Source: an optimization exercise on an open RTL-to-GDS flow (aim: small area). Production flows keep margins and buffers that such runs may drop. RTL that was checked went through simulation tests only; none was proved equivalent to the original. Function not checked in run 6: the RTL went through the layout flow alone. No activity file was given, so power comes from the tool's default toggle rates.

**design.v**
```verilog
module vgacontrol(
input PCLK,
input PRESERN,
input PSEL,
input PENABLE,
output wire PREADY,
output wire PSLVERR,
input PWRITE,
input [31:0] PADDR,
input wire [31:0] PWDATA,
output reg [31:0] PRDATA,
output HS,
output VS,
output reg vga_R,
output reg vga_G,
output reg vga_B,
input SW,
input SW2,
input SW3
);
assign PSLVERR = 1'b0;
assign PREADY = 1'b1;
reg [31:0] player1, player2, whichplayer;
reg [1:0] wcls;
wire a_hi = (PADDR[11:8] == 4'h1) & (PADDR[7:5] == 3'b000) & (PADDR[1:0] == 2'b00);
wire a100 = a_hi & (PADDR[4:2] == 3'd0);
wire a104 = a_hi & (PADDR[4:2] == 3'd1);
wire a108 = a_hi & (PADDR[4:2] == 3'd2);
wire a10C = a_hi & (PADDR[4:2] == 3'd3);
wire a114 = a_hi & (PADDR[4:2] == 3'd5);
wire a118 = a_hi & (PADDR[4:2] == 3'd6);
wire wr = PSEL & PENABLE & PWRITE;
wire w_hi0 = (PWDATA[31:2] == 30'd0);
wire [1:0] wcls_new = w_hi0 ? PWDATA[1:0] : 2'd3;
wire db1, db2, db3;
always @(posedge PCLK) begin
    if (!PRESERN) begin
        player1 <= 32'd0;
        player2 <= 32'd0;
        whichplayer <= 32'd0;
        wcls <= 2'd0;
    end else if (wr) begin
        if (a104) player1 <= PWDATA;
        if (a108) player2 <= PWDATA;
        if (a114) whichplayer <= PWDATA;
        if (a118) wcls <= wcls_new;
    end
end
always @(posedge PCLK) begin
    if (!PRESERN)
        PRDATA <= 32'd0;
    else if (a100)
        PRDATA <= {31'd0, db1};
    else if (a104)
        PRDATA <= player1;
    else if (a108)
        PRDATA <= player2;
    else if (a10C)
        PRDATA <= {31'd0, db2};
    else if (a114)
        PRDATA <= whichplayer;
    else if (a118)
        PRDATA <= {31'd0, db3};
end
debounce d1(PCLK, PRESERN, SW, db1);
debounce d2(PCLK, PRESERN, SW2, db2);
debounce d3(PCLK, PRESERN, SW3, db3);
reg [21:0] fc;
always @(posedge PCLK) begin
    if (!PRESERN) fc <= 22'h180000;
    else fc <= fc + 22'd1;
end
wire tick = ~fc[1] & fc[0];
wire flash = ~fc[19];
wire half = ~fc[20];
wire quarter = fc[21];
reg [9:0] CounterX;
reg [8:0] CounterY;
reg vHS, vVS, inDisplayArea;
wire xmax = (CounterX == 10'h2FF);
always @(posedge PCLK) begin
    if (!PRESERN) begin
        CounterX <= 10'd0;
        CounterY <= 9'd0;
        vHS <= 1'b0;
        vVS <= 1'b0;
        inDisplayArea <= 1'b0;
    end else if (tick) begin
        CounterX <= xmax ? 10'd0 : CounterX + 10'd1;
        if (xmax) CounterY <= CounterY + 9'd1;
        vHS <= (CounterX[9:4] == 6'h2D);
        vVS <= (CounterY == 9'd500);
        if (!inDisplayArea) inDisplayArea <= xmax && (CounterY < 9'd480);
        else inDisplayArea <= !(CounterX == 10'd639);
    end
end
assign HS = ~vHS;
assign VS = ~vVS;
wire [6:0] X = CounterX[9:3];
wire [5:0] Y = CounterY[8:3];
wire border = (X == 7'd0) | (X == 7'd79) | (X == 7'd39) | (X == 7'd40) | (Y == 6'd0) | (Y == 6'd60);
wire sT = (Y >= 22) & (Y < 24);
wire sB = (Y >= 38) & (Y < 40);
wire sM = (Y >= 30) & (Y < 32);
wire sU = (Y >= 22) & (Y < 32);
wire sL = (Y >= 30) & (Y < 40);
wire sA = (Y >= 22) & (Y < 40);
wire [6:0] sg1, sg2;
wire tm1, tm2;
segdec sd1(player1, sg1, tm1);
segdec sd2(player2, sg2, tm2);
wire p1F = tm1 ? ((X >= 21) & (X < 29)) : ((X >= 16) & (X < 24));
wire p1L = tm1 ? ((X >= 21) & (X < 23)) : ((X >= 16) & (X < 18));
wire p1R = tm1 ? ((X >= 27) & (X < 29)) : ((X >= 22) & (X < 24));
wire p1O = tm1 & (X >= 11) & (X < 13);
wire p2F = tm2 ? ((X >= 61) & (X < 69)) : ((X >= 56) & (X < 64));
wire p2L = tm2 ? ((X >= 61) & (X < 63)) : ((X >= 56) & (X < 58));
wire p2R = tm2 ? ((X >= 67) & (X < 69)) : ((X >= 62) & (X < 64));
wire p2O = tm2 & (X >= 51) & (X < 53);
wire sc1 = (sT & p1F & sg1[0]) | (sB & p1F & sg1[1]) | (sU & p1L & sg1[2]) | (sL & p1L & sg1[3]) |
           (sU & p1R & sg1[4]) | (sL & p1R & sg1[5]) | (sM & p1F & sg1[6]) | (sA & p1O);
wire sc2 = (sT & p2F & sg2[0]) | (sB & p2F & sg2[1]) | (sU & p2L & sg2[2]) | (sL & p2L & sg2[3]) |
           (sU & p2R & sg2[4]) | (sL & p2R & sg2[5]) | (sM & p2F & sg2[6]) | (sA & p2O);
wire scores = sc1 | sc2;
wire lab1, lab2;
labels lb(X, Y, lab1, lab2);
wire uline = (Y == 6'd12) & (whichplayer[0] ? ((X >= 43) & (X < 78)) : ((X >= 2) & (X < 38)));
wire wtxt, bigP, big1, big2;
winscreen ws(X, Y, wtxt, bigP, big1, big2);
wire win = wtxt & half;
wire pw1 = bigP | big1;
wire pw2 = bigP | big2;
wire wnz = (wcls != 2'd0);
wire wis1 = (wcls == 2'd1);
wire wis2 = (wcls == 2'd2);
wire base = border | scores;
wire R = wnz ? (win | (wis1 ? (pw1 | flash) : (~pw2 & flash))) : (base | lab1);
wire G = wnz ? (win | ((wis1 ? ~pw1 : ~pw2) & half)) : (base | uline);
wire B = wnz ? (win | (wis2 ? (pw2 | quarter) : (~pw1 & quarter))) : (base | lab2);
always @(posedge PCLK) begin
    if (!PRESERN) begin
        vga_R <= 1'b0;
        vga_G <= 1'b0;
        vga_B <= 1'b0;
    end else if (tick) begin
        vga_R <= R & inDisplayArea;
        vga_G <= G & inDisplayArea;
        vga_B <= B & inDisplayArea;
    end
end
endmodule
module segdec(input [31:0] n, output reg [6:0] sg, output tm);
    wire nsmall = (n[31:5] == 27'd0);
    assign tm = nsmall & (n[4:0] >= 5'd10) & (n[4:0] <= 5'd15);
    always @* begin
        if (!nsmall) sg = 7'b0000000;
        else case (n[4:0])
            5'd0:  sg = 7'b0111111;
            5'd1:  sg = 7'b0001100;
            5'd2:  sg = 7'b1011011;
            5'd3:  sg = 7'b1110011;
            5'd4:  sg = 7'b1110100;
            5'd5:  sg = 7'b1100111;
            5'd6:  sg = 7'b1101111;
            5'd7:  sg = 7'b0110001;
            5'd8:  sg = 7'b1111111;
            5'd9:  sg = 7'b1110101;
            5'd10: sg = 7'b0111111;
            5'd11: sg = 7'b0001100;
            5'd12: sg = 7'b1011011;
            5'd13: sg = 7'b1110011;
            5'd14: sg = 7'b1110100;
            5'd15: sg = 7'b1100111;
            5'd16: sg = 7'b0001111;
            5'd17: sg = 7'b0001101;
            5'd18: sg = 7'b1001111;
            5'd19: sg = 7'b1011101;
            5'd20: sg = 7'b0101110;
            5'd21: sg = 7'b0110010;
            5'd22: sg = 7'b0111101;
            default: sg = 7'b0000000;
        endcase
    end
endmodule
module labels(input [6:0] X, input [5:0] Y, output lab1, output lab2);
    wire T = (Y == 6'd2);
    wire M = (Y == 6'd6);
    wire B = (Y == 6'd10);
    wire U = (Y >= 2) & (Y <= 6);
    wire L = (Y >= 6) & (Y <= 10);
    function f4(input [6:0] X, input [6:0] x0); f4 = (X >= x0) & (X < x0 + 7'd4); endfunction
    function c1(input [6:0] X, input [6:0] x0); c1 = (X == x0); endfunction
    function lab(input [6:0] X, input T, input M, input B, input U, input L, input [6:0] x, input two);
        reg top, bot, mid, lt, lb, rt, rb;
        begin
            top = f4(X, x) | (two & f4(X, x+5)) | f4(X, x+12) | f4(X, x+17) | f4(X, x+22) | f4(X, x+27) | f4(X, x+32);
            bot = (two & f4(X, x+5)) | f4(X, x+12) | f4(X, x+17) | f4(X, x+22) | f4(X, x+32);
            mid = f4(X, x) | (two & f4(X, x+5)) | f4(X, x+12) | f4(X, x+32);
            lt = c1(X, x) | (~two & c1(X, x+5)) | c1(X, x+12) | c1(X, x+17) | c1(X, x+22) | c1(X, x+27) | c1(X, x+32);
            lb = c1(X, x) | c1(X, x+5) | c1(X, x+17) | c1(X, x+22) | c1(X, x+27) | c1(X, x+32);
            rt = c1(X, x+3) | (two & c1(X, x+8)) | c1(X, x+25);
            rb = c1(X, x+15) | c1(X, x+25);
            lab = (T & top) | (B & bot) | (M & mid) | (U & lt) | (L & lb) | (U & rt) | (L & rb);
        end
    endfunction
    assign lab1 = lab(X, T, M, B, U, L, 7'd2, 1'b0);
    assign lab2 = lab(X, T, M, B, U, L, 7'd42, 1'b1);
endmodule
module winscreen(input [6:0] X, input [5:0] Y, output wtxt, output bigP, output big1, output big2);
    function rng(input [6:0] v, input [6:0] lo, input [6:0] hi); rng = (v >= lo) & (v < hi); endfunction
    wire T = (Y >= 40) & (Y < 42);
    wire B = (Y >= 56) & (Y < 58);
    wire M = (Y >= 48) & (Y < 50);
    wire U = (Y >= 40) & (Y < 50);
    wire L = (Y >= 48) & (Y < 58);
    wire top = rng(X, 36, 44) | rng(X, 46, 54) | rng(X, 56, 64) | rng(X, 66, 74);
    wire bot = rng(X, 10, 18) | rng(X, 17, 25) | rng(X, 56, 64);
    wire mid = rng(X, 56, 64);
    wire lt = rng(X, 10, 12) | rng(X, 30, 32) | rng(X, 36, 38) | rng(X, 46, 48) | rng(X, 56, 58) | rng(X, 66, 68);
    wire lb = lt;
    wire rt = rng(X, 23, 25) | rng(X, 42, 44) | rng(X, 52, 54);
    wire rb = rng(X, 16, 18) | rng(X, 23, 25) | rng(X, 42, 44) | rng(X, 52, 54);
    assign wtxt = (T & top) | (B & bot) | (M & mid) | (U & lt) | (L & lb) | (U & rt) | (L & rb);
    wire PT = (Y >= 2) & (Y < 6);
    wire PB = (Y >= 34) & (Y < 38);
    wire PM = (Y >= 18) & (Y < 22);
    wire PU = (Y >= 2) & (Y < 22);
    wire PL = (Y >= 18) & (Y < 38);
    assign bigP = ((PT | PM) & rng(X, 22, 38)) | ((PU | PL) & rng(X, 22, 26)) | (PU & rng(X, 34, 38));
    assign big1 = (PU | PL) & rng(X, 46, 50);
    assign big2 = ((PT | PM | PB) & rng(X, 46, 62)) | (PL & rng(X, 46, 50)) | (PU & rng(X, 58, 62));
endmodule
module debounce(input clk, input rst, input PB_in, output reg PB_out);
    reg [15:0] cnt;
    reg [1:0] sync;
    always @(posedge clk)
        sync <= {sync[0], ~PB_in};
    wire idle = (PB_out == sync[1]);
    always @(posedge clk) begin
        if (!rst) begin
            cnt <= 16'd0;
            PB_out <= 1'b0;
        end else if (idle)
            cnt <= 16'd0;
        else begin
            cnt <= cnt + 16'd1;
            if (&cnt) PB_out <= ~PB_out;
        end
    end
endmodule
```
**run.sh**
```bash
#!/bin/bash
# synth_recipe.tcl (not shown) runs the flow's synth.tcl, then flattens the netlist and writes it again
# the make line also repeats each setting of config.mk as NAME=value (left out here)
make -C /OpenROAD-flow-scripts/flow DESIGN_CONFIG=/design/flow/config.mk WORK_HOME=/design/flow/orfs CLKGATE_MAP_FILE= SYNTH_SCRIPT=/design/flow/synth_recipe.tcl finish
```
**config.mk**
```make
export PLATFORM = sky130hd
export DESIGN_NAME = vgacontrol
export DESIGN_NICKNAME = vgacontrol
export VERILOG_FILES = /design/flow/design.v
export SDC_FILE = /design/flow/constraint.sdc
export NUM_CORES = 4
export LEC_CHECK = 0
export CAP_MARGIN = 20
export CORE_MARGIN = 2
export CORE_UTILIZATION = 40
export PLACE_DENSITY = 0.6
export SLEW_MARGIN = 20
```
**constraint.sdc**
```tcl
create_clock -name core_clock -period 10.0 [get_ports {PCLK}]
set_input_delay 2.0000 -clock core_clock [delete_from_list [all_inputs] [get_ports {PCLK}]]
set_output_delay 2.0000 -clock core_clock [all_outputs]
set_load 0.01 [all_outputs]
```
==> results.txt, run 1 <==
worst r2r dst=vga_G$_SDFFE_PN0P_; period utilization=0.530; Hold EP=d1.sync[1]$_DFF_P_; Final Skew=0.0295 ns; Finished Cell Area=0.0142 mm^2; Worst setup startpoint=PADDR[5]; min Tclk post-route=5.30 ns; Ys Warns=5; slack of the worst reg-to-reg path=6.94 ns; final core utilization=0.468; most common cell after layout, fill and taps aside=nand2_1; crit start category=input port; Mean Syn Cell Area=7.72 um^2; Worst R2R Path Depth=9; FP Rows=64; hold crit path type=reg2reg; initial core utilization=0.403; Post-CTS Setup Bufs=0; PD cells=143 mW/mm^2; Post-DP Area=0.0133 mm^2; Post-synth EDFFs=0; CTS buffer count=27; status=no timing/DRC/antenna violations; share of flip-flops with an asynchronous set or reset=0; Synth cell types=79; Internal=0.00158 W; Comb power frac=0.032; setup_tns=0 ns; most frequent cells in the layout=341 x nand2_1, 248 x dfxtp_1, 152 x a21oi_1, 134 x nor2_1, 87 x clkdlybuf4s50_1; CTS tree=built; critical path class=in2reg; Post-Syn Nets=1677; All-Layer GR Usage=0.211; pin count of the biggest net entering global routing=95; LEAKAGE=4.80 nW; Post-CTS Resized=0; CORE AREA=0.0303 mm^2; full die area=0.0320 mm^2; post-layout worst setup margin=4.70 ns; HP Start=d1.sync[0]$_DFF_P_; vias in the first global route=10.5k; clock power share=0.477; Net Switching=0.000450 W; Place WS=4.22 ns; Crit Path Max Fanout=37; Area Overhead vs Synth=16.1%; root buf cell=clkbuf_16; RSZ-0062 raised after global routing=no; Post-Syn Area=0.0122 mm^2; Slew HR=0.279; antenna diode count=0; Worst Hold Depth=0; Reg power frac=0.490; clock-pin slew of the registers on the worst-case setup and hold paths=0.05 ns; clk sink count=248; Switching Share=0.222; register area share after synthesis=0.406; Die Y=179 um; Clock H-tree levels=1; routed len/inst=17.0 um; # DRC=0; max cap viols=0; hold_buf cts=0; final wirelength=34400 um; Critical Path RT=10.41 ns; gpl congestion=0.909; Routed Antenna Nets=0; Power Total=0.00203 W; Slew Limit Fails=0; IO Pins=111; PortBufs=88; # setup viols final=0; die width=179 um; Hold Fails Final Rpt=0; Nets=1707; Pre-Repair DR Iteration Count=5; grt ovf=0; CP Capture Type=flop; number of DRC markers in iteration 0=1026; Peak VDD IR=0.127 mV; initial antenna violation count=0; Syn Inst Count=1585; first-pass GRT wire length=55200 um; Fmax=0.189 GHz; share of layout cells above drive strength 1=0.0564; hpwl dp=22600 um; Yosys reg bits=248; vias per cell=5.61; routed via count=11.4k; WP data arrival=5.71 ns; Top FF cell, synth=dfxtp_1; worst slew pin tran=1.08 ns; Skew-Pair Late Insertion Delay=0.56 ns; final-layout fill cell count=3015; worst r2r src=CounterX[6]$_SDFFE_PN0P_; deepest clock path buffer count=3
[logic make-up after synthesis]
logic type	after synthesis	synth area share
other	2	0.000614
xor gates and xnor gates	80	0.0573
muxes	19	0.0161
AOI/OAI and AO/OA	362	0.184
adders and majority gates	20	0.0205
DFF	248	0.406
and+or+nand+nor	717	0.270
buffers and inverters	137	0.0449
[stage by stage]
step           hold WS (ns)  cells
4_1_cts               0.332   2028
3_3_place_gp          0.312   1982
3_5_place_dp          0.319   1982
5_1_grt               0.339   2028
6_report              0.327   2028
2_1_floorplan         0.310   1585
[layer usage]
metal	vias up	routed length (um)	track usage
met5	-	0	0
met2	359	15600	0.347
met3	49	2040	0.0299
li1	5577	-	-
met4	0	816	0.0535
met1	5391	15900	0.291
[worst max path at each step]
stage	to	slack, ns
2_1_floorplan	flop	5.24
3_3_place_gp	flop	4.25
3_5_place_dp	flop	4.22
4_1_cts	flop	4.78
5_1_grt	flop	4.51
6_report	flop	4.70
[power by group through the flow]
stage	Combinational [W]	Clock [W]	Sequential, W
2_1_floorplan	0.0000289	0	0.00102
3_3_place_gp	0.0000653	0	0.00102
3_5_place_dp	0.0000654	0	0.00102
4_1_cts	0.0000657	0.000997	0.000995
5_1_grt	0.0000713	0.00103	0.000995
6_report	0.0000656	0.000969	0.000995
[registers in the layout (all words and copies together) (netlist names), 2 cells and up, named ones only]
register	count
CounterX	10
whichplayer	32
d1.cnt	16
d2.cnt	16
PRDATA	32
d2.sync	2
d3.cnt	16
CounterY	9
fc	22
d1.sync	2
player1	32
d3.sync	2
wcls	2
player2	32
[worst max-delay path, stage by stage]
cell	delay, ns
clkdlybuf4s50_1	0.39
or4_4	0.56
or3_1	0.52
nor4b_4	0.26
buf_4	0.43
nand2_1	0.14
a21oi_1	0.38
inv_1	0.17
ha_1	0.24
nor3_1	0.24
o21ai_1	0.11
a22o_1	0.25
[final cells by class]
type | instances | area [um^2] | area share
multi-input combinational | 1200 | 6730 | 0.474
timing repair buffer | 106 | 1010 | 0.0712
tap | 396 | 495 | 0.0349
clock buffer | 40 | 815 | 0.0574
sequential | 248 | 4960 | 0.350
clock inverter | 6 | 53.8 | 0.00379
inverter | 32 | 124 | 0.00873
[synthesized netlist by cell type, drive strengths merged (7+ instances only)]
master / number / area share
nand2: 342 / 0.11
dfxtp: 248 / 0.41
a21oi: 152 / 0.062
nor2: 135 / 0.042
clkbuf: 83 / 0.025
nand3: 53 / 0.022
o21ai: 52 / 0.021
xor2: 47 / 0.034
a31oi: 42 / 0.023
a22oi: 36 / 0.022
and3: 33 / 0.017
xnor2: 33 / 0.024
inv: 27 / 0.0083
nor4: 27 / 0.014
buf: 22 / 0.0095
nor3: 22 / 0.0090
ha: 20 / 0.020
or3: 20 / 0.010
nand4: 18 / 0.0092
mux2i: 17 / 0.014
nand2b: 14 / 0.0074
nor2b: 13 / 0.0067
a32oi: 10 / 0.0072
and2: 10 / 0.0051
o22ai: 8 / 0.0041
o211ai: 7 / 0.0043
==> inputs of run 2 (changes only) <==
--- a/design.v
+++ b/design.v
@@ -150,36 +150,16 @@
 end
 endmodule
-module segdec(input [31:0] n, output reg [6:0] sg, output tm);
+module segdec(input [31:0] n, output [6:0] sg, output tm);
+    localparam [31:0] M1 = 32'h004FB7ED;
+    localparam [31:0] M2 = 32'h0035B56D;
+    localparam [31:0] M3 = 32'h005FCF73;
+    localparam [31:0] M4 = 32'h005F1D47;
+    localparam [31:0] M5 = 32'h0068779D;
+    localparam [31:0] M6 = 32'h0070E7F9;
+    localparam [31:0] M7 = 32'h000CF37C;
     wire nsmall = (n[31:5] == 27'd0);
-    assign tm = nsmall & (n[4:0] >= 5'd10) & (n[4:0] <= 5'd15);
-    always @* begin
-        if (!nsmall) sg = 7'b0000000;
-        else case (n[4:0])
-            5'd0:  sg = 7'b0111111;
-            5'd1:  sg = 7'b0001100;
-            5'd2:  sg = 7'b1011011;
-            5'd3:  sg = 7'b1110011;
-            5'd4:  sg = 7'b1110100;
-            5'd5:  sg = 7'b1100111;
-            5'd6:  sg = 7'b1101111;
-            5'd7:  sg = 7'b0110001;
-            5'd8:  sg = 7'b1111111;
-            5'd9:  sg = 7'b1110101;
-            5'd10: sg = 7'b0111111;
-            5'd11: sg = 7'b0001100;
-            5'd12: sg = 7'b1011011;
-            5'd13: sg = 7'b1110011;
-            5'd14: sg = 7'b1110100;
-            5'd15: sg = 7'b1100111;
-            5'd16: sg = 7'b0001111;
-            5'd17: sg = 7'b0001101;
-            5'd18: sg = 7'b1001111;
-            5'd19: sg = 7'b1011101;
-            5'd20: sg = 7'b0101110;
-            5'd21: sg = 7'b0110010;
-            5'd22: sg = 7'b0111101;
-            default: sg = 7'b0000000;
-        endcase
-    end
+    wire [4:0] k = n[4:0];
+    assign tm = nsmall & (k >= 5'd10) & (k <= 5'd15);
+    assign sg = {7{nsmall}} & {M7[k], M6[k], M5[k], M4[k], M3[k], M2[k], M1[k]};
 endmodule
 module labels(input [6:0] X, input [5:0] Y, output lab1, output lab2);
@@ -232,19 +212,17 @@
 endmodule
 module debounce(input clk, input rst, input PB_in, output reg PB_out);
-    reg [15:0] cnt;
+    reg [16:0] cnt;
     reg [1:0] sync;
     always @(posedge clk)
         sync <= {sync[0], ~PB_in};
     wire idle = (PB_out == sync[1]);
+    wire term = (cnt == 17'h0AA01);
+    wire clear = !rst | idle | term;
     always @(posedge clk) begin
-        if (!rst) begin
-            cnt <= 16'd0;
+        cnt <= clear ? 17'd0 : {~cnt[15:0], cnt[16] ^ cnt[13]};
+        if (!rst)
             PB_out <= 1'b0;
-        end else if (idle)
-            cnt <= 16'd0;
-        else begin
-            cnt <= cnt + 16'd1;
-            if (&cnt) PB_out <= ~PB_out;
-        end
-    end
-endmodule
+        else if (term)
+            PB_out <= sync[1];
+    end
+endmodule
--- a/config.mk
+++ b/config.mk
@@ -9,4 +9,7 @@
 export CORE_MARGIN = 2
 export CORE_UTILIZATION = 40
+export CTS_BUF_LIST = sky130_fd_sc_hd__clkbuf_16
+export CTS_CLUSTER_DIAMETER = 80
+export CTS_CLUSTER_SIZE = 30
 export PLACE_DENSITY = 0.6
 export SLEW_MARGIN = 20
==> results.txt, run 2 <==
status=no timing/DRC/antenna violations; Top Family by Delay on Critical Path=simple AND/OR/NAND/NOR gates; vias per cell=5.58 (-0.58%); Synth cell types=79 (unchanged); Final Skew=0.0406 ns (+0.0111 ns); share of flip-flops with an asynchronous set or reset=0 (unchanged); worst slew pin tran=1.09 ns (+0.0122 ns); Synth area leader=dfxtp_1; full die area=0.0306 mm^2 (-4.4%); crit path max-delay cell type=buf_4; Synth top area share=0.406 (about the same); cell mode on critical path=buf_4; final wirelength=31200 um (-9.3%); top-count cell post-synth=dfxtp_1; hpwl dp=21100 um (-6.3%); CTS buffer count=14 (-48%); hold crit path type=reg2reg; hold_buf cts=0 (unchanged); FP Rows=62 (-3.1%); post-layout worst setup margin=5.23 ns (+0.527 ns); root buf cell=clkbuf_16; setup_tns=0 ns (unchanged); CP Capture Type=flop; Post-CTS Setup Bufs=0 (unchanged); Peak VDD IR=0.157 mV (+24%); initial antenna violation count=0 (unchanged); Area Overhead vs Synth=13.6%; Pre-Repair DR Iteration Count=5 (unchanged); Hold Fails Final Rpt=0 (unchanged); PortBufs=88 (unchanged); antenna diode count=0 (unchanged); # DRC=0 (unchanged); most frequent cells in the layout=237 x dfxtp_1, 146 x nand2_1, 105 x nor2_1, 89 x nor2b_1, 87 x clkdlybuf4s50_1; share of layout cells above drive strength 1=0.0431 (-0.0133); Place WS=4.69 ns (+0.468 ns); Syn Inst Count=1349 (-15%); CTS tree=built; vias in the first global route=9140 (-13%); Clock H-tree levels=1 (unchanged); RSZ-0062 raised after global routing=no; deepest clock path buffer count=3 (unchanged); Skew-Pair Late Insertion Delay=0.52 ns (-0.04 ns); crit start category=input port; Post-synth EDFFs=0 (unchanged); Critical Path Max Stage Delay=0.53 ns (-0.03 ns); Yosys reg bits=237 (-4.4%); Power Total=0.00174 W (-14%); clock-pin slew of the registers on the worst-case setup and hold paths=0.11 ns (+0.06 ns); max cap viols=0 (unchanged); CORE AREA=0.0287 mm^2 (-5.4%); Routed Antenna Nets=0 (unchanged); LEAKAGE=4.33 nW (-9.9%); All-Layer GR Usage=0.200 (-0.0108); Post-CTS Resized=0 (unchanged); top cells by area, synth=dfxtp_1 41%, mux2i_1 6.9%, nor2b_1 4.9%, nand2_1 4.7%, nor2_1 3.4%; first-pass GRT wire length=50200 um (-9.0%); number of DRC markers in iteration 0=941 (-8.3%); Die Y=175 um (-2.2%); Fmax=0.210 GHz (+11%); pin count of the biggest net entering global routing=89 (-6.3%); routed len/inst=17.8 um (+4.9%); Post-Syn Area=0.0117 mm^2 (-4.5%); critical path class=in2reg; initial core utilization=0.407 (+0.00385); min Tclk post-route=4.77 ns (-0.527 ns); IO Pins=111 (unchanged); Top FF cell, synth=dfxtp_1; period utilization=0.477 (-0.0527); WP data arrival=5.17 ns (-0.54 ns); Slew HR=0.252 (-0.0270); clk sink count=237 (-4.4%); Mean Syn Cell Area=8.66 um^2 (+12%); register area share after synthesis=0.406 (about the same); Nets=1453 (-15%); commonest cells in the netlist=237 x dfxtp_1, 146 x nand2_1, 106 x nor2_1; worst path cell trace=clkdlybuf4s50_1 -> nor4_1 -> nand4_1 -> nor4b_4 -> buf_4 -> nor2b_4 -> buf_4 -> mux2i_1 -> nor2b_1; die width=175 um (-2.2%); routed via count=9782 (-14%); Slew Limit Fails=0 (unchanged); Ys Warns=4 (-1); PD cells=131 mW/mm^2 (-8.3%); Post-Syn Nets=1438 (-14%); gpl congestion=0.928 (+2.1%); Crit Path Max Fanout=32 (-14%); # setup viols final=0 (unchanged); Critical Path RT=10.40 ns (about the same); most common cell after layout, fill and taps aside=dfxtp_1; worst path buffer plus inverter count=3 (unchanged); grt ovf=0 (unchanged)
run 2: final cells by class:
type / instances / area, um^2
Clock inverter: 7 / 165
Inverter: 28 / 105
Sequential cell: 237 / 4740
Fill cell: 2841 / 15400
Clock buffer: 15 / 375
Tap cell: 384 / 480
Timing Repair Buffer: 101 / 976
Multi-Input combinational cell: 982 / 6420
run 2: cells by family after synthesis:
family | Yosys count | share of synthesized area
buf+inv | 130 | 0.0470
fa+ha+maj | 17 | 0.0182
compound gates | 259 | 0.161
other cells | 2 | 0.000643
xor+xnor | 44 | 0.0330
mux | 84 | 0.0733
flops | 237 | 0.406
simple gates | 576 | 0.260
run 2: final timing paths:
| check | from | end | slack, ns | depth (start not counted) |
|---|---|---|---|---|
| worst max register to register | player1[0]$_SDFFE_PN0P_ | vga_R$_SDFFE_PN0P_ | 6.62 | 9 |
| worst min register to register | d2.sync[0]$_DFF_P_ | d2.sync[1]$_DFF_P_ | 0.31 | 0 |
| worst min-delay path | d2.sync[0]$_DFF_P_ | d2.sync[1]$_DFF_P_ | 0.31 | 0 |
| worst max-delay path | PADDR[10] | player1[20]$_SDFFE_PN0P_ | 5.23 | 9 |
run 2: power by group:
part           switching [W]  internal [W]  total (W)
Clock               0.000360      0.000346   0.000706
Sequential        0.00000807      0.000958   0.000966
Combinational      0.0000351     0.0000341  0.0000692
run 2: through the flow:
stage | cell area [um^2] | utilization | std cells | hold slack [ns]
floorplan | 11700 | - | 1349 | 0.310
global placement | 12700 | 0.443 | 1732 | 0.314
detailed placement | 12700 | 0.443 | 1732 | 0.312
CTS | 13300 | 0.462 | 1754 | 0.312
global route | 13300 | 0.462 | 1754 | 0.313
finish | 13300 | 0.462 | 1754 | 0.310
run 2: per-layer routing:
metal	global-route usage	up-vias	wire length [um]
met1	0.286	4619	14900
met2	0.316	272	13800
met4	0.0552	0	803
met5	0	-	0
li1	-	4840	-
met3	0.0300	51	1720
run 2: worst reg2reg max path, stage by stage (launching register included):
cell and delay, ns:
dfxtp_1 0.62, inv_1 0.16, ha_1 0.27, or3_1 0.37, nand3_1 0.19, nor3_1 0.06
o311ai_0 0.34, a31oi_1 0.13, a2111oi_0 0.97, a32oi_1 0.12
==> inputs of run 3 (changes only) <==
--- a/config.mk
+++ b/config.mk
@@ -9,7 +9,4 @@
 export CORE_MARGIN = 2
 export CORE_UTILIZATION = 40
-export CTS_BUF_LIST = sky130_fd_sc_hd__clkbuf_16
-export CTS_CLUSTER_DIAMETER = 80
-export CTS_CLUSTER_SIZE = 30
 export PLACE_DENSITY = 0.6
 export SLEW_MARGIN = 20
==> results.txt, run 3 <==
status=no timing/DRC/antenna violations; die width=175 um (unchanged); Critical Path Max Stage Delay=0.52 ns (about the same); Post-synth EDFFs=0 (unchanged); initial antenna violation count=0 (unchanged); period utilization=0.475 (-0.00175); crit start category=input port; Synth top area share=0.406 (unchanged); Post-DP Area=0.0127 mm^2 (unchanged); critical path class=in2reg; IO Pins=111 (unchanged); antenna diode count=0 (unchanged); worst slew pin tran=1.12 ns (+0.0241 ns); vias in the first global route=9340 (+2.2%); Switching Share=0.208 (-0.0232); Post-CTS Resized=0 (unchanged); Syn Inst Count=1349 (unchanged); Slew Limit Fails=0 (unchanged); min Tclk post-route=4.75 ns (-0.0175 ns); commonest cells in the netlist=237 x dfxtp_1, 146 x nand2_1, 106 x nor2_1; Mean Syn Cell Area=8.66 um^2 (unchanged); Critical Path RT=10.41 ns (about the same); final wirelength=31600 um (+1.3%); top cells by area, synth=dfxtp_1 41%, mux2i_1 6.9%, nor2b_1 4.9%, nand2_1 4.7%, nor2_1 3.4%; max cap viols=0 (unchanged); CTS buffer count=26 (+12); Crit Path Max Fanout=32 (unchanged); vias per cell=5.57 (about the same); Peak VDD IR=0.115 mV (-27%); Post-CTS Setup Bufs=0 (unchanged); most common cell after layout, fill and taps aside=dfxtp_1; Fmax=0.210 GHz (+0.37%); deepest clock path buffer count=3 (unchanged); Yosys reg bits=237 (unchanged); # setup viols final=0 (unchanged); crit path max-delay cell type=nand4_1; Synth area leader=dfxtp_1; share of flip-flops with an asynchronous set or reset=0 (unchanged); register area share after synthesis=0.406 (unchanged); gpl congestion=0.928 (unchanged); full die area=0.0306 mm^2 (unchanged); final-layout fill cell count=2800 (-1.4%); clk sink count=237 (unchanged); Slew HR=0.236 (-0.0165); Skew-Pair Late Insertion Delay=0.52 ns (about the same); Nets=1465 (+0.83%); LEAKAGE=4.51 nW (+4.2%); hold crit path type=reg2reg; Post-Syn Area=0.0117 mm^2 (unchanged); Final Skew=0.00913 ns (-0.0315 ns); root buf cell=clkbuf_16; share of layout cells above drive strength 1=0.0552 (+0.0122); Post-Syn Nets=1438 (unchanged); Seq. cell area=0.00474 mm^2 (unchanged); grt ovf=0 (unchanged); clock-pin slew of the registers on the worst-case setup and hold paths=0.06 ns (-0.05 ns); routed len/inst=17.8 um (about the same); routed via count=9906 (+1.3%); top-count cell post-synth=dfxtp_1; RSZ-0062 raised after global routing=no; pin count of the biggest net entering global routing=89 (unchanged); Finished Cell Area=0.0136 mm^2 (+2.6%); Synth cell types=79 (unchanged); WP data arrival=5.17 ns (about the same); Hold Slack=0.321 ns (+0.0110 ns); area occupied by multi-input gates=0.00642 mm^2 (unchanged); worst path cell trace=clkdlybuf4s50_1 -> nor4_1 -> nand4_1 -> nor4b_4 -> buf_4 -> nor2b_4 -> buf_4 -> mux2i_1 -> nor2b_1; Top FF cell, synth=dfxtp_1; initial core utilization=0.407 (unchanged); Area Overhead vs Synth=16.6%; PD cells=148 mW/mm^2 (+13%); All-Layer GR Usage=0.203 (+0.00228); FP Rows=62 (unchanged); first-pass GRT wire length=51000 um (+1.5%); # DRC=0 (unchanged); CP Capture Type=flop; Routed Antenna Nets=0 (unchanged); CORE AREA=0.0287 mm^2 (unchanged); Net Switching=0.000419 W (+4.0%); Ys Warns=4 (unchanged); number of DRC markers in iteration 0=1000 (+6.3%); Reg power frac=0.481 (-0.074); Comb power frac=0.034 (-0.006); setup_tns=0 ns (unchanged); hpwl dp=21100 um (unchanged); Hold Fails Final Rpt=0 (unchanged); clock power share=0.485 (+0.080); cell mode on critical path=buf_4; CTS tree=built; most frequent cells in the layout=237 x dfxtp_1, 146 x nand2_1, 105 x nor2_1, 89 x nor2b_1, 87 x clkdlybuf4s50_1; PortBufs=88 (unchanged); Clock H-tree levels=1 (unchanged); Internal=0.00159 W (+19%); hold_buf cts=0 (unchanged); Pre-Repair DR Iteration Count=6 (+1); Die Y=175 um (unchanged)
run 3: cell counts after synthesis:
Identical to the previous run, type by type.
run 3: worst paths after layout:
path	from	to	slack, ns	cells after the start
setup / recovery	PADDR[10]	player1[9]$_SDFFE_PN0P_	5.25	9
hold / removal	d1.sync[0]$_DFF_P_	d1.sync[1]$_DFF_P_	0.32	0
setup reg to reg	player1[0]$_SDFFE_PN0P_	vga_R$_SDFFE_PN0P_	6.61	9
hold reg to reg	d1.sync[0]$_DFF_P_	d1.sync[1]$_DFF_P_	0.32	0
run 3: metrics by stage:
step | setup slack (ns) | utilization | std cells | power (W)
final | 5.25 | 0.474 | 1778 | 0.00201
after global routing | 5.02 | 0.474 | 1778 | 0.00209
after CTS | 5.22 | 0.474 | 1778 | 0.00203
after detailed placement | 4.69 | 0.443 | 1732 | 0.00106
after global placement | 4.72 | 0.443 | 1732 | 0.00106
after floorplan | 6.20 | - | 1349 | 0.00102
run 3: layout make-up:
type                    instances  share of cell area
well taps                     384              0.0353
inverters                      28             0.00772
clock buffers                  41              0.0594
flip-flops and latches        237               0.349
repair buffers                101              0.0717
multi-input cells             982               0.472
clock inverters                 5             0.00552
run 3: power groups by stage:
stage          Sequential [W]  Combinational (W)  Clock, W
2_1_floorplan        0.000986          0.0000325         0
3_3_place_gp         0.000988          0.0000687         0
3_5_place_dp         0.000988          0.0000696         0
4_1_cts              0.000968          0.0000700  0.000997
5_1_grt              0.000969          0.0000757   0.00104
6_report             0.000967          0.0000694  0.000977
run 3: worst max-delay path: cells and delay by family:
family | cells | cell delay, ns
muxes | 1 | 0.26
buffers and inverters | 3 | 1.36
and+or+nand+nor | 5 | 1.51
run 3: cells by family after synthesis:
logic type | count (synthesis) | synth area share
AOI/OAI and AO/OA | 259 | 0.161
and+or+nand+nor | 576 | 0.260
muxes | 84 | 0.0733
xor gates and xnor gates | 44 | 0.0330
DFF | 237 | 0.406
buffers and inverters | 130 | 0.0470
other | 2 | 0.000643
adders and majority gates | 17 | 0.0182
run 3: layer usage:
metal	part of all wire	routed length, um	GRT usage	vias up
li1	-	-	-	4870
met3	0.054	1700	0.0322	50
met4	0.025	784	0.0601	0
met2	0.44	14000	0.319	264
met5	0	0	0	-
met1	0.48	15200	0.286	4722
==> inputs of run 4 (changes only) <==
--- a/config.mk
+++ b/config.mk
@@ -9,4 +9,7 @@
 export CORE_MARGIN = 2
 export CORE_UTILIZATION = 40
+export CTS_BUF_LIST = sky130_fd_sc_hd__clkbuf_8
+export CTS_CLUSTER_DIAMETER = 60
+export CTS_CLUSTER_SIZE = 18
 export PLACE_DENSITY = 0.6
 export SLEW_MARGIN = 20
==> results.txt, run 4 <==
top-count cell post-synth=dfxtp_1; Finished Cell Area=0.0133 mm^2 (-2.2%); number of DRC markers in iteration 0=1001 (+0.10%); Area Overhead vs Synth=14.0%; Fmax=0.211 GHz (+0.22%); PortBufs=88 (unchanged); CTS buffer count=24 (-7.7%); Skew-Pair Late Insertion Delay=0.58 ns (+0.06 ns); vias per cell=5.56 (-0.24%); Pre-Repair DR Iteration Count=5 (-1); first-pass GRT wire length=50500 um (-0.85%); final wirelength=31300 um (-0.91%); Final Skew=0.0564 ns (+0.0473 ns); Post-CTS Setup Bufs=0 (unchanged); commonest cells in the netlist=237 x dfxtp_1, 146 x nand2_1, 106 x nor2_1; Hold Fails Final Rpt=0 (unchanged); Slew Limit Fails=0 (unchanged); Post-CTS Resized=0 (unchanged); die width=175 um (unchanged); initial core utilization=0.407 (unchanged); register area share after synthesis=0.406 (unchanged); Synth area leader=dfxtp_1; PD cells=132 mW/mm^2 (-11%); Die Y=175 um (unchanged); routed via count=9854 (-0.52%); deepest clock path buffer count=3 (unchanged); antenna diode count=0 (unchanged); Mean Syn Cell Area=8.66 um^2 (unchanged); Post-Syn Nets=1438 (unchanged); root buf cell=clkbuf_8; Syn Inst Count=1349 (unchanged); routed len/inst=17.7 um (-0.63%); fin cells=1773 (-0.28%); hold crit path type=reg2reg; clk sink count=237 (unchanged); Post-synth EDFFs=0 (unchanged); Nets=1463 (-0.14%); CTS tree=built; most common cell after layout, fill and taps aside=dfxtp_1; Synth top area share=0.406 (unchanged); Ys Warns=4 (unchanged); critical path class=in2reg; min Tclk post-route=4.74 ns (-0.0103 ns); FP Rows=62 (unchanged); most frequent cells in the layout=237 x dfxtp_1, 146 x nand2_1, 105 x nor2_1, 89 x nor2b_1, 87 x clkdlybuf4s50_1; All-Layer GR Usage=0.201 (-0.00153); hold_buf cts=0 (unchanged); Peak VDD IR=0.0883 mV (-23%); Post-Syn Area=0.0117 mm^2 (unchanged); # setup viols final=0 (unchanged); status=no timing/DRC/antenna violations; top cells by area, synth=dfxtp_1 41%, mux2i_1 6.9%, nor2b_1 4.9%, nand2_1 4.7%, nor2_1 3.4%; period utilization=0.474 (-0.00103); share of layout cells above drive strength 1=0.0554 (+0.000199); hpwl dp=21100 um (unchanged); Crit Path Max Fanout=32 (unchanged); placed insts=1732 (unchanged); share of flip-flops with an asynchronous set or reset=0 (unchanged); setup_tns=0 ns (unchanged); Top FF cell, synth=dfxtp_1; CORE AREA=0.0287 mm^2 (unchanged); vias in the first global route=9215 (-1.3%); Routed Antenna Nets=0 (unchanged); Post-DP Area=0.0127 mm^2 (unchanged); initial antenna violation count=0 (unchanged); # DRC=0 (unchanged); Synth cell types=79 (unchanged); LEAKAGE=4.36 nW (-3.4%); Clock H-tree levels=1 (unchanged); final-layout fill cell count=2848 (+1.7%); CP Capture Type=flop; WP data arrival=5.17 ns (about the same); crit start category=input port; clock-pin slew of the registers on the worst-case setup and hold paths=0.10 ns (+0.04 ns); IO Pins=111 (unchanged); worst slew pin tran=1.09 ns (-0.0267 ns); RSZ-0062 raised after global routing=no; Critical Path RT=10.43 ns (+0.02 ns); Yosys reg bits=237 (unchanged); grt ovf=0 (unchanged); gpl congestion=0.928 (unchanged); max cap viols=0 (unchanged); pin count of the biggest net entering global routing=89 (unchanged); Slew HR=0.254 (+0.0182); full die area=0.0306 mm^2 (unchanged)
==> run 4: cell counts after synthesis <==
No cell type changed its count.
==> run 4: final timing paths <==
check / start / end / slack [ns] / cells past startpoint
min reg2reg: d1.sync[0]$_DFF_P_ / d1.sync[1]$_DFF_P_ / 0.34 / 0
max reg2reg: player1[0]$_SDFFE_PN0P_ / vga_R$_SDFFE_PN0P_ / 6.58 / 9
max: PADDR[10] / player1[7]$_SDFFE_PN0P_ / 5.26 / 9
min: d1.sync[0]$_DFF_P_ / d1.sync[1]$_DFF_P_ / 0.34 / 0
==> run 4: final cells by class <==
class	instances	area, um^2	area share
repair buffers	101	976	0.0733
multi-input cells	982	6420	0.483
inverters	28	105	0.00790
clock buffers	25	344	0.0259
well taps	384	480	0.0361
clock inverters	16	236	0.0178
flip-flops and latches	237	4740	0.356
==> run 4: metrics by stage <==
stage	setup slack, ns	total power (W)	utilization	hold WS [ns]
2_1_floorplan	6.20	0.00102	-	0.310
3_3_place_gp	4.72	0.00106	0.443	0.314
3_5_place_dp	4.69	0.00106	0.443	0.312
4_1_cts	5.25	0.00178	0.464	0.337
5_1_grt	5.05	0.00183	0.464	0.346
6_report	5.26	0.00176	0.464	0.338
==> run 4: cells by family (layout without fill, tap and decap cells) <==
logic type / Yosys count / count (layout) / share of synthesized area
muxes: 84 / 84 / 0.0733
xor gates and xnor gates: 44 / 44 / 0.0330
AOI/OAI and AO/OA: 259 / 259 / 0.161
buffers and inverters: 130 / 170 / 0.0470
other: 2 / 2 / 0.000643
and+or+nand+nor: 576 / 576 / 0.260
DFF: 237 / 237 / 0.406
adders and majority gates: 17 / 17 / 0.0182
==> run 4: critical path, stage by stage <==
cell and delay, ns:
clkdlybuf4s50_1 0.40, nor4_1 0.29, nand4_1 0.51, nor4b_4 0.39, buf_4 0.44, nor2b_4 0.24
buf_4 0.52, mux2i_1 0.26, nor2b_1 0.06
==> run 4: per-layer routing <==
metal	wire length (um)	global-route usage
met5	0	0
met1	14900	0.290
met2	13800	0.317
met4	776	0.0528
met3	1770	0.0259
==> run 4: power breakdown <==
| part | internal (W) | switching [W] |
|---|---|---|
| Combinational | 0.0000341 | 0.0000352 |
| Sequential | 0.000958 | 0.00000798 |
| Clock | 0.000354 | 0.000367 |
| Total | 0.00135 | 0.000410 |
==> inputs of run 5 (changes only) <==
--- a/design.v
+++ b/design.v
@@ -66,13 +66,28 @@
 debounce d2(PCLK, PRESERN, SW2, db2);
 debounce d3(PCLK, PRESERN, SW3, db3);
-reg [21:0] fc;
-always @(posedge PCLK) begin
-    if (!PRESERN) fc <= 22'h180000;
-    else fc <= fc + 22'd1;
-end
-wire tick = ~fc[1] & fc[0];
-wire flash = ~fc[19];
-wire half = ~fc[20];
-wire quarter = fc[21];
+reg [1:0] pc;
+reg [19:0] fl;
+reg flash, half, quarter;
+wire fl_wrap = (fl == 20'hD55FF);
+always @(posedge PCLK) begin
+    if (!PRESERN) begin
+        pc <= 2'd0;
+        fl <= 20'd0;
+        flash <= 1'b0;
+        half <= 1'b0;
+        quarter <= 1'b0;
+    end else begin
+        pc <= pc + 2'd1;
+        fl <= fl_wrap ? 20'd0 : {~fl[18:0], fl[19] ^ fl[16]};
+        if (fl_wrap) begin
+            flash <= ~flash;
+            if (!flash) begin
+                half <= ~half;
+                if (!half) quarter <= ~quarter;
+            end
+        end
+    end
+end
+wire tick = ~pc[1] & pc[0];
 reg [9:0] CounterX;
 reg [8:0] CounterY;
==> flow/run.sh (new file) <==
#!/bin/bash
# Own layout flow: the standard synthesis, then an area-oriented re-mapping of its
# combinational logic (registers kept as the standard synthesis made them), then the
# standard layout with single-strength port buffers.
set -euo pipefail
WORK=$PWD
R=$WORK/orfs/results/$FLOW_PLATFORM/vgacontrol/base
YOSYS=$FLOW_HOME/../tools/install/yosys/bin/yosys
LIB=$FLOW_HOME/platforms/$FLOW_PLATFORM/lib/sky130_fd_sc_hd__tt_025C_1v80.lib

# 1. standard synthesis
bash standard.sh synth > $WORK/1_standard_synth.log 2>&1
cp $R/1_2_yosys.v $WORK/1_2_yosys_standard.v

# 2. re-map the combinational logic for area; flip-flops and tie cells stay as they are
DU=$(sed -n '/DONT_USE_CELLS +=/,/^$/p' $FLOW_HOME/platforms/$FLOW_PLATFORM/config.mk | grep -o 'sky130_fd_sc_hd__[a-z0-9_]*' | sed 's/^/-dont_use /' | tr '\n' ' ')
echo "strash; &get -n; &deepsyn -T ${REMAP_SECONDS:-60}; &put; dch; map -a; topo" > $WORK/remap.abc
cat > $WORK/remap.ys <<EOY
read_liberty -ignore_miss_func $LIB
blackbox sky130_fd_sc_hd__df* sky130_fd_sc_hd__edf* sky130_fd_sc_hd__sdf* sky130_fd_sc_hd__conb_1
read_verilog $WORK/1_2_yosys_standard.v
hierarchy -top $FLOW_TOP
flatten
opt_clean
opt -fast
abc -liberty $LIB $DU -script $WORK/remap.abc
opt_clean
setundef -zero
hilomap -singleton -hicell sky130_fd_sc_hd__conb_1 HI -locell sky130_fd_sc_hd__conb_1 LO
splitnets
opt_clean -purge
insbuf -buf sky130_fd_sc_hd__buf_4 A X
stat -liberty $LIB
write_verilog -noattr -noexpr -nohex -nodec $WORK/1_2_yosys_remap.v
EOY
$YOSYS -q -l $WORK/2_remap.log -s $WORK/remap.ys > /dev/null
cp $WORK/1_2_yosys_remap.v $R/1_2_yosys.v
touch $R/1_2_yosys.v

# 3. the standard layout from the re-mapped netlist, port buffers of the smallest size
export BUFFER_PORTS_ARGS="-buffer_cell sky130_fd_sc_hd__buf_1"
bash standard.sh > $WORK/3_standard_layout.log 2>&1
==> standard.sh (new file) <==
#!/bin/bash
# synth_recipe.tcl (not shown) runs the flow's synth.tcl, then flattens the netlist and writes it again
# the make line also repeats each setting of config.mk as NAME=value (left out here)
make -C /OpenROAD-flow-scripts/flow DESIGN_CONFIG=/design/flow/config.mk WORK_HOME=/design/flow/orfs CLKGATE_MAP_FILE= SYNTH_SCRIPT=/design/flow/synth_recipe.tcl "${@:-finish}"
--- a/config.mk
+++ b/config.mk
@@ -9,7 +9,7 @@
 export CORE_MARGIN = 2
 export CORE_UTILIZATION = 40
-export CTS_BUF_LIST = sky130_fd_sc_hd__clkbuf_8
-export CTS_CLUSTER_DIAMETER = 60
-export CTS_CLUSTER_SIZE = 18
+export CTS_BUF_LIST = sky130_fd_sc_hd__clkbuf_16
+export CTS_CLUSTER_DIAMETER = 80
+export CTS_CLUSTER_SIZE = 30
 export PLACE_DENSITY = 0.6
 export SLEW_MARGIN = 20
removed: run.sh
==> results.txt, run 5 <==
Slew HR=0.389 (+0.136); Post-CTS Setup Bufs=0 (unchanged); # setup viols final=0 (unchanged); IO Pins=111 (unchanged); FP Rows=56 (-9.7%); Post-CTS Resized=0 (unchanged); clk sink count=240 (+1.3%); # DRC=0 (unchanged); WP data arrival=4.64 ns (-0.53 ns); Die Y=159 um (-8.8%); Syn Inst Count=1217 (-9.8%); first-pass GRT wire length=43600 um (-14%); slack of the worst reg-to-reg path=6.31 ns (-0.27 ns); routed len/inst=16.7 um (-5.6%); worst slew pin tran=0.914 ns (-0.177 ns); Peak VDD IR=0.134 mV (+52%); vias in the first global route=8050 (-13%); Clock H-tree levels=1 (unchanged); Pre-Repair DR Iteration Count=6 (+1); share of layout cells above drive strength 1=0.0315 (-0.0240); CP Capture Type=flop; Nets=1370 (-6.4%); PD cells=153 mW/mm^2 (+16%); root buf cell=clkbuf_16; pin count of the biggest net entering global routing=50 (-44%); hold_buf cts=0 (unchanged); Routed Antenna Nets=0 (unchanged); clock-pin slew of the registers on the worst-case setup and hold paths=0.11 ns (about the same); crit start category=input port; initial core utilization=0.409 (+0.00238); deepest clock path buffer count=3 (unchanged); CORE AREA=0.0236 mm^2 (-18%); routed via count=8700 (-12%); Final Skew=0.0242 ns (-0.0322 ns); Hold Fails Final Rpt=0 (unchanged); CTS tree=built; Mean Syn Cell Area=7.94 um^2 (-8.3%); Ys Warns=4 (unchanged); min Tclk post-route=4.33 ns (-0.419 ns); Critical Path RT=10.32 ns (-0.11 ns); Post-Syn Nets=1289 (-10%); max cap viols=0 (unchanged); initial antenna violation count=0 (unchanged); vias per cell=5.36 (-3.5%); die width=159 um (-8.8%); most common cell after layout, fill and taps aside=dfxtp_1; final-layout fill cell count=2488 (-13%); Crit Path Max Fanout=47 (+47%); most frequent cells in the layout=240 x dfxtp_1, 212 x clkinv_1, 194 x nor2_1, 89 x o21ai_0, 87 x buf_1; critical path class=in2reg; full die area=0.0254 mm^2 (-17%); Fmax=0.231 GHz (+9.7%); final core utilization=0.451 (-0.0128); gpl congestion=0.931 (+0.36%); LEAKAGE=3.62 nW (-17%); hold crit path type=reg2reg; number of DRC markers in iteration 0=761 (-24%); Slew Limit Fails=0 (unchanged); antenna diode count=0 (unchanged); period utilization=0.433 (-0.0419); final wirelength=27000 um (-14%); Area Overhead vs Synth=10.2%; RSZ-0062 raised after global routing=no; Skew-Pair Late Insertion Delay=0.49 ns (-0.09 ns); setup_tns=0 ns (unchanged); status=no timing/DRC/antenna violations; Post-Syn Area=0.00966 mm^2 (-17%); CTS buffer count=13 (-46%); PortBufs=88 (unchanged); All-Layer GR Usage=0.209 (+0.00747); grt ovf=0 (unchanged); hpwl dp=19400 um (-8.3%)
==> run 5: final cells by class <==
type / count / area (um^2) / area share
Tap cell: 319 / 399 / 0.0375
Multi-Input combinational cell: 733 / 3830 / 0.360
Timing Repair Buffer: 98 / 407 / 0.0382
Clock inverter: 7 / 85.1 / 0.00799
Inverter: 212 / 796 / 0.0747
Sequential cell: 240 / 4800 / 0.451
Clock buffer: 13 / 325 / 0.0306
==> run 5: worst max-delay path, cell delays in order <==
cell and delay [ns]:
clkbuf_2 0.08, buf_4 0.40, clkinv_1 0.16, nor2_1 0.17, nand2_1 0.13, nor2_2 0.09, buf_4 0.34, nand2_1 0.09
buf_4 0.29, nand2_1 0.70, o22ai_1 0.13
==> run 5: through the flow <==
step / power [W] / hold slack, ns / cells / setup WS, ns / cell area, um^2
after floorplan: 0.00104 / 0.310 / 1217 / 4.69 / 9660
after global placement: 0.00107 / 0.314 / 1602 / 5.24 / 10200
after detailed placement: 0.00107 / 0.317 / 1602 / 5.21 / 10200
after CTS: 0.00165 / 0.344 / 1622 / 5.70 / 10600
after global routing: 0.00169 / 0.345 / 1622 / 5.44 / 10600
final: 0.00163 / 0.339 / 1622 / 5.67 / 10600
==> run 5: worst paths after layout <==
path	from	to	depth (start not counted)
hold / removal	d2.sync[0]$_DFF_P_	d2.sync[1]$_DFF_P_	0
setup reg to reg	CounterX[4]$_SDFFE_PN0P_	CounterY[8]$_SDFFE_PN0P_	18
setup / recovery	PRESERN	player2[0]$_SDFFE_PN0P_	11
hold reg to reg	d2.sync[0]$_DFF_P_	d2.sync[1]$_DFF_P_	0
==> run 5: metal layers <==
layer,share of wire,global-route usage
met1,0.48,0.296
met2,0.45,0.339
met3,0.053,0.0232
met4,0.022,0.0541
met5,0,0
==> run 5: report_power, final <==
| group | leakage [nW] | total, W | switching (W) | internal, W |
|---|---|---|---|---|
| Combinational | 1.46 | 0.0000597 | 0.0000427 | 0.0000169 |
| Sequential | 1.95 | 0.000985 | 0.0000101 | 0.000975 |
| Clock | 0.201 | 0.000583 | 0.000330 | 0.000254 |
==> inputs of run 6 (changes only) <==
--- a/design.v
+++ b/design.v
@@ -34,60 +34,33 @@
 wire [1:0] wcls_new = w_hi0 ? PWDATA[1:0] : 2'd3;
 wire db1, db2, db3;
-always @(posedge PCLK) begin
-    if (!PRESERN) begin
-        player1 <= 32'd0;
-        player2 <= 32'd0;
-        whichplayer <= 32'd0;
-        wcls <= 2'd0;
-    end else if (wr) begin
-        if (a104) player1 <= PWDATA;
-        if (a108) player2 <= PWDATA;
-        if (a114) whichplayer <= PWDATA;
-        if (a118) wcls <= wcls_new;
-    end
-end
-always @(posedge PCLK) begin
-    if (!PRESERN)
-        PRDATA <= 32'd0;
-    else if (a100)
-        PRDATA <= {31'd0, db1};
-    else if (a104)
-        PRDATA <= player1;
-    else if (a108)
-        PRDATA <= player2;
-    else if (a10C)
-        PRDATA <= {31'd0, db2};
-    else if (a114)
-        PRDATA <= whichplayer;
-    else if (a118)
-        PRDATA <= {31'd0, db3};
+wire [31:0] wd = PWDATA & {32{PRESERN}};
+wire l1 = ~PRESERN | (wr & a104);
+wire l2 = ~PRESERN | (wr & a108);
+wire l3 = ~PRESERN | (wr & a114);
+wire l4 = ~PRESERN | (wr & a118);
+always @(posedge PCLK) begin
+    if (l1) player1 <= wd;
+    if (l2) player2 <= wd;
+    if (l3) whichplayer <= wd;
+    if (l4) wcls <= {2{PRESERN}} & wcls_new;
+end
+wire rsel = a100 | a104 | a108 | a10C | a114 | a118;
+wire [31:0] rd = ({32{a104}} & player1) | ({32{a108}} & player2) | ({32{a114}} & whichplayer) |
+                 {31'd0, (a100 & db1) | (a10C & db2) | (a118 & db3)};
+always @(posedge PCLK) begin
+    if (~PRESERN | rsel) PRDATA <= rd & {32{PRESERN}};
 end
 debounce d1(PCLK, PRESERN, SW, db1);
 debounce d2(PCLK, PRESERN, SW2, db2);
 debounce d3(PCLK, PRESERN, SW3, db3);
-reg [1:0] pc;
-reg [19:0] fl;
-reg flash, half, quarter;
-wire fl_wrap = (fl == 20'hD55FF);
-always @(posedge PCLK) begin
-    if (!PRESERN) begin
-        pc <= 2'd0;
-        fl <= 20'd0;
-        flash <= 1'b0;
-        half <= 1'b0;
-        quarter <= 1'b0;
-    end else begin
-        pc <= pc + 2'd1;
-        fl <= fl_wrap ? 20'd0 : {~fl[18:0], fl[19] ^ fl[16]};
-        if (fl_wrap) begin
-            flash <= ~flash;
-            if (!flash) begin
-                half <= ~half;
-                if (!half) quarter <= ~quarter;
-            end
-        end
-    end
-end
-wire tick = ~pc[1] & pc[0];
+reg [21:0] fc;
+always @(posedge PCLK) begin
+    if (!PRESERN) fc <= 22'h180000;
+    else fc <= fc + 22'd1;
+end
+wire tick = ~fc[1] & fc[0];
+wire flash = ~fc[19];
+wire half = ~fc[20];
+wire quarter = fc[21];
 reg [9:0] CounterX;
 reg [8:0] CounterY;
==> results.txt, run 6 <==
Top Family by Delay on Critical Path=simple AND/OR/NAND/NOR gates; Pre-Repair DR Iteration Count=7 (+1); Internal=0.00141 W (+13%); Nets=1224 (-11%); most common cell after layout, fill and taps aside=nor2_1; PD cells=167 mW/mm^2 (+9.3%); antenna diode count=0 (unchanged); clock-pin slew of the registers on the worst-case setup and hold paths=0.10 ns (about the same); # setup viols final=0 (unchanged); IO Pins=111 (unchanged); number of DRC markers in iteration 0=631 (-17%); hold crit path type=reg2reg; root buf cell=clkbuf_16; hpwl dp=17500 um (-9.8%); Reg power frac=0.591 (-0.014); hold_buf cts=0 (unchanged); Comb power frac=0.061 (+0.024); Peak VDD IR=0.100 mV (-25%); first-pass GRT wire length=39600 um (-9.1%); worst r2r src=CounterX[3]$_SDFFE_PN0P_; Post-Syn Area=0.00983 mm^2 (+1.7%); Critical Path RT=10.11 ns (-0.21 ns); setup_tns=0 ns (unchanged); Die Y=161 um (+0.84%); CTS tree=built; slack of the worst reg-to-reg path=6.19 ns (-0.12 ns); full die area=0.0258 mm^2 (+1.7%); deepest clock path buffer count=3 (unchanged); clock power share=0.348 (-0.010); Worst R2R Path Depth=18 (unchanged); LEAKAGE=3.67 nW (+1.6%); RSZ-0062 raised after global routing=no; vias per cell=5.27 (-1.7%); clk sink count=237 (-1.3%); Mean Syn Cell Area=9.45 um^2 (+19%); FP Rows=57 (+1.8%); share of layout cells above drive strength 1=0.0371 (+0.00560); WP data arrival=4.75 ns (+0.11 ns); Fmax=0.215 GHz (-6.9%); routed via count=7822 (-10%); Skew-Pair Late Insertion Delay=0.51 ns (+0.02 ns); cell mode on critical path=nor2_1; die width=161 um (+0.84%); Worst setup startpoint=PADDR[2]; Net Switching=0.000457 W (+20%); routed len/inst=16.7 um (about the same); worst slew pin tran=1.05 ns (+0.135 ns); CTS buffer count=14 (+1); Worst Hold Depth=0 (unchanged); Critical Path Max Stage Delay=0.83 ns (+0.13 ns); Slew HR=0.299 (-0.0902); Post-CTS Resized=0 (unchanged); status=no timing/DRC/antenna violations; Area Overhead vs Synth=13.4%; most frequent cells in the layout=225 x nor2_1, 165 x clkinv_1, 130 x edfxtp_1, 107 x dfxtp_1, 87 x buf_1; PortBufs=88 (unchanged); Crit Path Max Fanout=32 (-32%); Ys Warns=4 (unchanged); max cap viols=0 (unchanged); Clock H-tree levels=1 (unchanged); Hold EP=d2.sync[1]$_DFF_P_; worst path buffer plus inverter count=4 (-1); CORE AREA=0.0242 mm^2 (+2.7%); initial antenna violation count=1 (+1); CP Capture Type=flop; post-layout worst setup margin=5.35 ns (-0.321 ns); Final Skew=0.0253 ns (+0.00115 ns); All-Layer GR Usage=0.191 (-0.0173); Post-CTS Setup Bufs=0 (unchanged); Post-Syn Nets=1112 (-14%); worst path cell trace=buf_1 -> buf_4 -> clkinv_1 -> nor2_1 -> clkinv_1 -> nor2_1 -> nor2_1 -> nor2_4; Syn Inst Count=1040 (-15%); Routed Antenna Nets=0 (unchanged); # DRC=0 (unchanged); Switching Share=0.245 (+0.0104); vias in the first global route=7434 (-7.7%); Slew Limit Fails=0 (unchanged); crit start category=input port; Hold Fails Final Rpt=0 (unchanged); grt ovf=0 (unchanged); gpl congestion=0.894 (-3.9%); crit path max-delay cell type=nor2_4; HP Start=d2.sync[0]$_DFF_P_; Place WS=4.84 ns (-0.374 ns); final wirelength=24700 um (-8.6%); min Tclk post-route=4.65 ns (+0.321 ns); worst r2r dst=CounterY[8]$_SDFFE_PN0P_; critical path class=in2reg; initial core utilization=0.405 (-0.00386); period utilization=0.465 (+0.0321); pin count of the biggest net entering global routing=46 (-8.0%)
## run 6: final cells by class
cell class	instances	area [um^2]
Clock inverter	9	124
Inverter	165	619
Sequential cell	237	6050
Fill cell	2342	13100
Tap cell	324	405
Clock buffer	15	375
Timing Repair Buffer	96	392
Multi-Input combinational cell	638	3180
## run 6: power by group through the flow
stage | sequential [W] | clock [W] | combinational (W)
3_3_place_gp | 0.00112 | 0 | 0.000112
6_report | 0.00110 | 0.000649 | 0.000113
5_1_grt | 0.00111 | 0.000704 | 0.000127
4_1_cts | 0.00110 | 0.000666 | 0.000113
2_1_floorplan | 0.00112 | 0 | 0.0000662
3_5_place_dp | 0.00112 | 0 | 0.000113
## run 6: stage by stage
stage	cells	total power [W]	hold WS [ns]	util	cell area, um^2
2_1_floorplan	1040	0.00119	0.310	-	9830
3_3_place_gp	1460	0.00124	0.314	0.439	10600
3_5_place_dp	1460	0.00124	0.319	0.439	10600
4_1_cts	1484	0.00188	0.332	0.460	11100
5_1_grt	1484	0.00194	0.326	0.460	11100
6_report	1484	0.00186	0.321	0.460	11100
## run 6: how the worst max path moves through the flow
stage	end	slack, ns	depth (start not counted)
final	player1[0]$_DFFE_PP_	5.35	8
after global routing	player1[0]$_DFFE_PP_	5.09	8
after CTS	player1[0]$_DFFE_PP_	5.37	8
after detailed placement	player1[28]$_DFFE_PP_	4.84	8
after global placement	player1[28]$_DFFE_PP_	4.85	8
after floorplan	player1[0]$_DFFE_PP_	5.41	6
## run 6: per-layer routing
layer | routed length [um] | global-route usage | vias to the layer above
met2 | 11000 | 0.300 | 259
li1 | - | - | 3878
met3 | 1380 | 0.0238 | 40
met4 | 617 | 0.0572 | 2
met1 | 11700 | 0.280 | 3643
met5 | 13 | 0 | -

[port drivers added, routing unchanged]
How much do the figures lean on ideal ports? The routed layouts below were timed once more, with nothing changed but the port constraints. Step 1 sets driving cells, clkbuf_16 on the clock port and buf_2 on the other inputs (assumed; they add their load-dependent delay and slew). Step 2 moves the port delays by t, midway between the first and last clock arrival at a register: inputs arrive t later, outputs are due t later. That takes back most of the time a late clock gives input paths. a / b / c = ideal ports / drivers / drivers and shift; a / b = the first two.
run	shift t [ns]	slack for setup (ns)	worst hold slack (ns)	latest minus earliest clock arrival (ns)	slew at the worst register clock pin (ns)
run 1	0.590	4.700 / 4.723 / 4.133	0.327 / 0.327 / 0.327	0.031 / 0.030	0.06 / 0.06
run 2	0.544	5.228 / 5.252 / 4.708	0.310 / 0.310 / 0.310	0.047 / 0.047	0.12 / 0.12
run 3	0.566	5.245 / 5.268 / 4.703	0.321 / 0.321 / 0.321	0.011 / 0.011	0.07 / 0.07
run 4	0.593	5.256 / 5.274 / 4.681	0.338 / 0.338 / 0.338	0.057 / 0.057	0.11 / 0.11
run 5	0.520	5.675 / 5.694 / 5.174	0.339 / 0.339 / 0.339	0.026 / 0.026	0.11 / 0.11
run 6	0.530	5.354 / 5.371 / 4.842	0.321 / 0.321 / 0.321	0.043 / 0.043	0.12 / 0.12
After both steps every run listed still meets setup and hold. For run 4, which loses most, drivers alone change the setup slack by +0.018 ns; drivers and shift together by -0.575 ns.
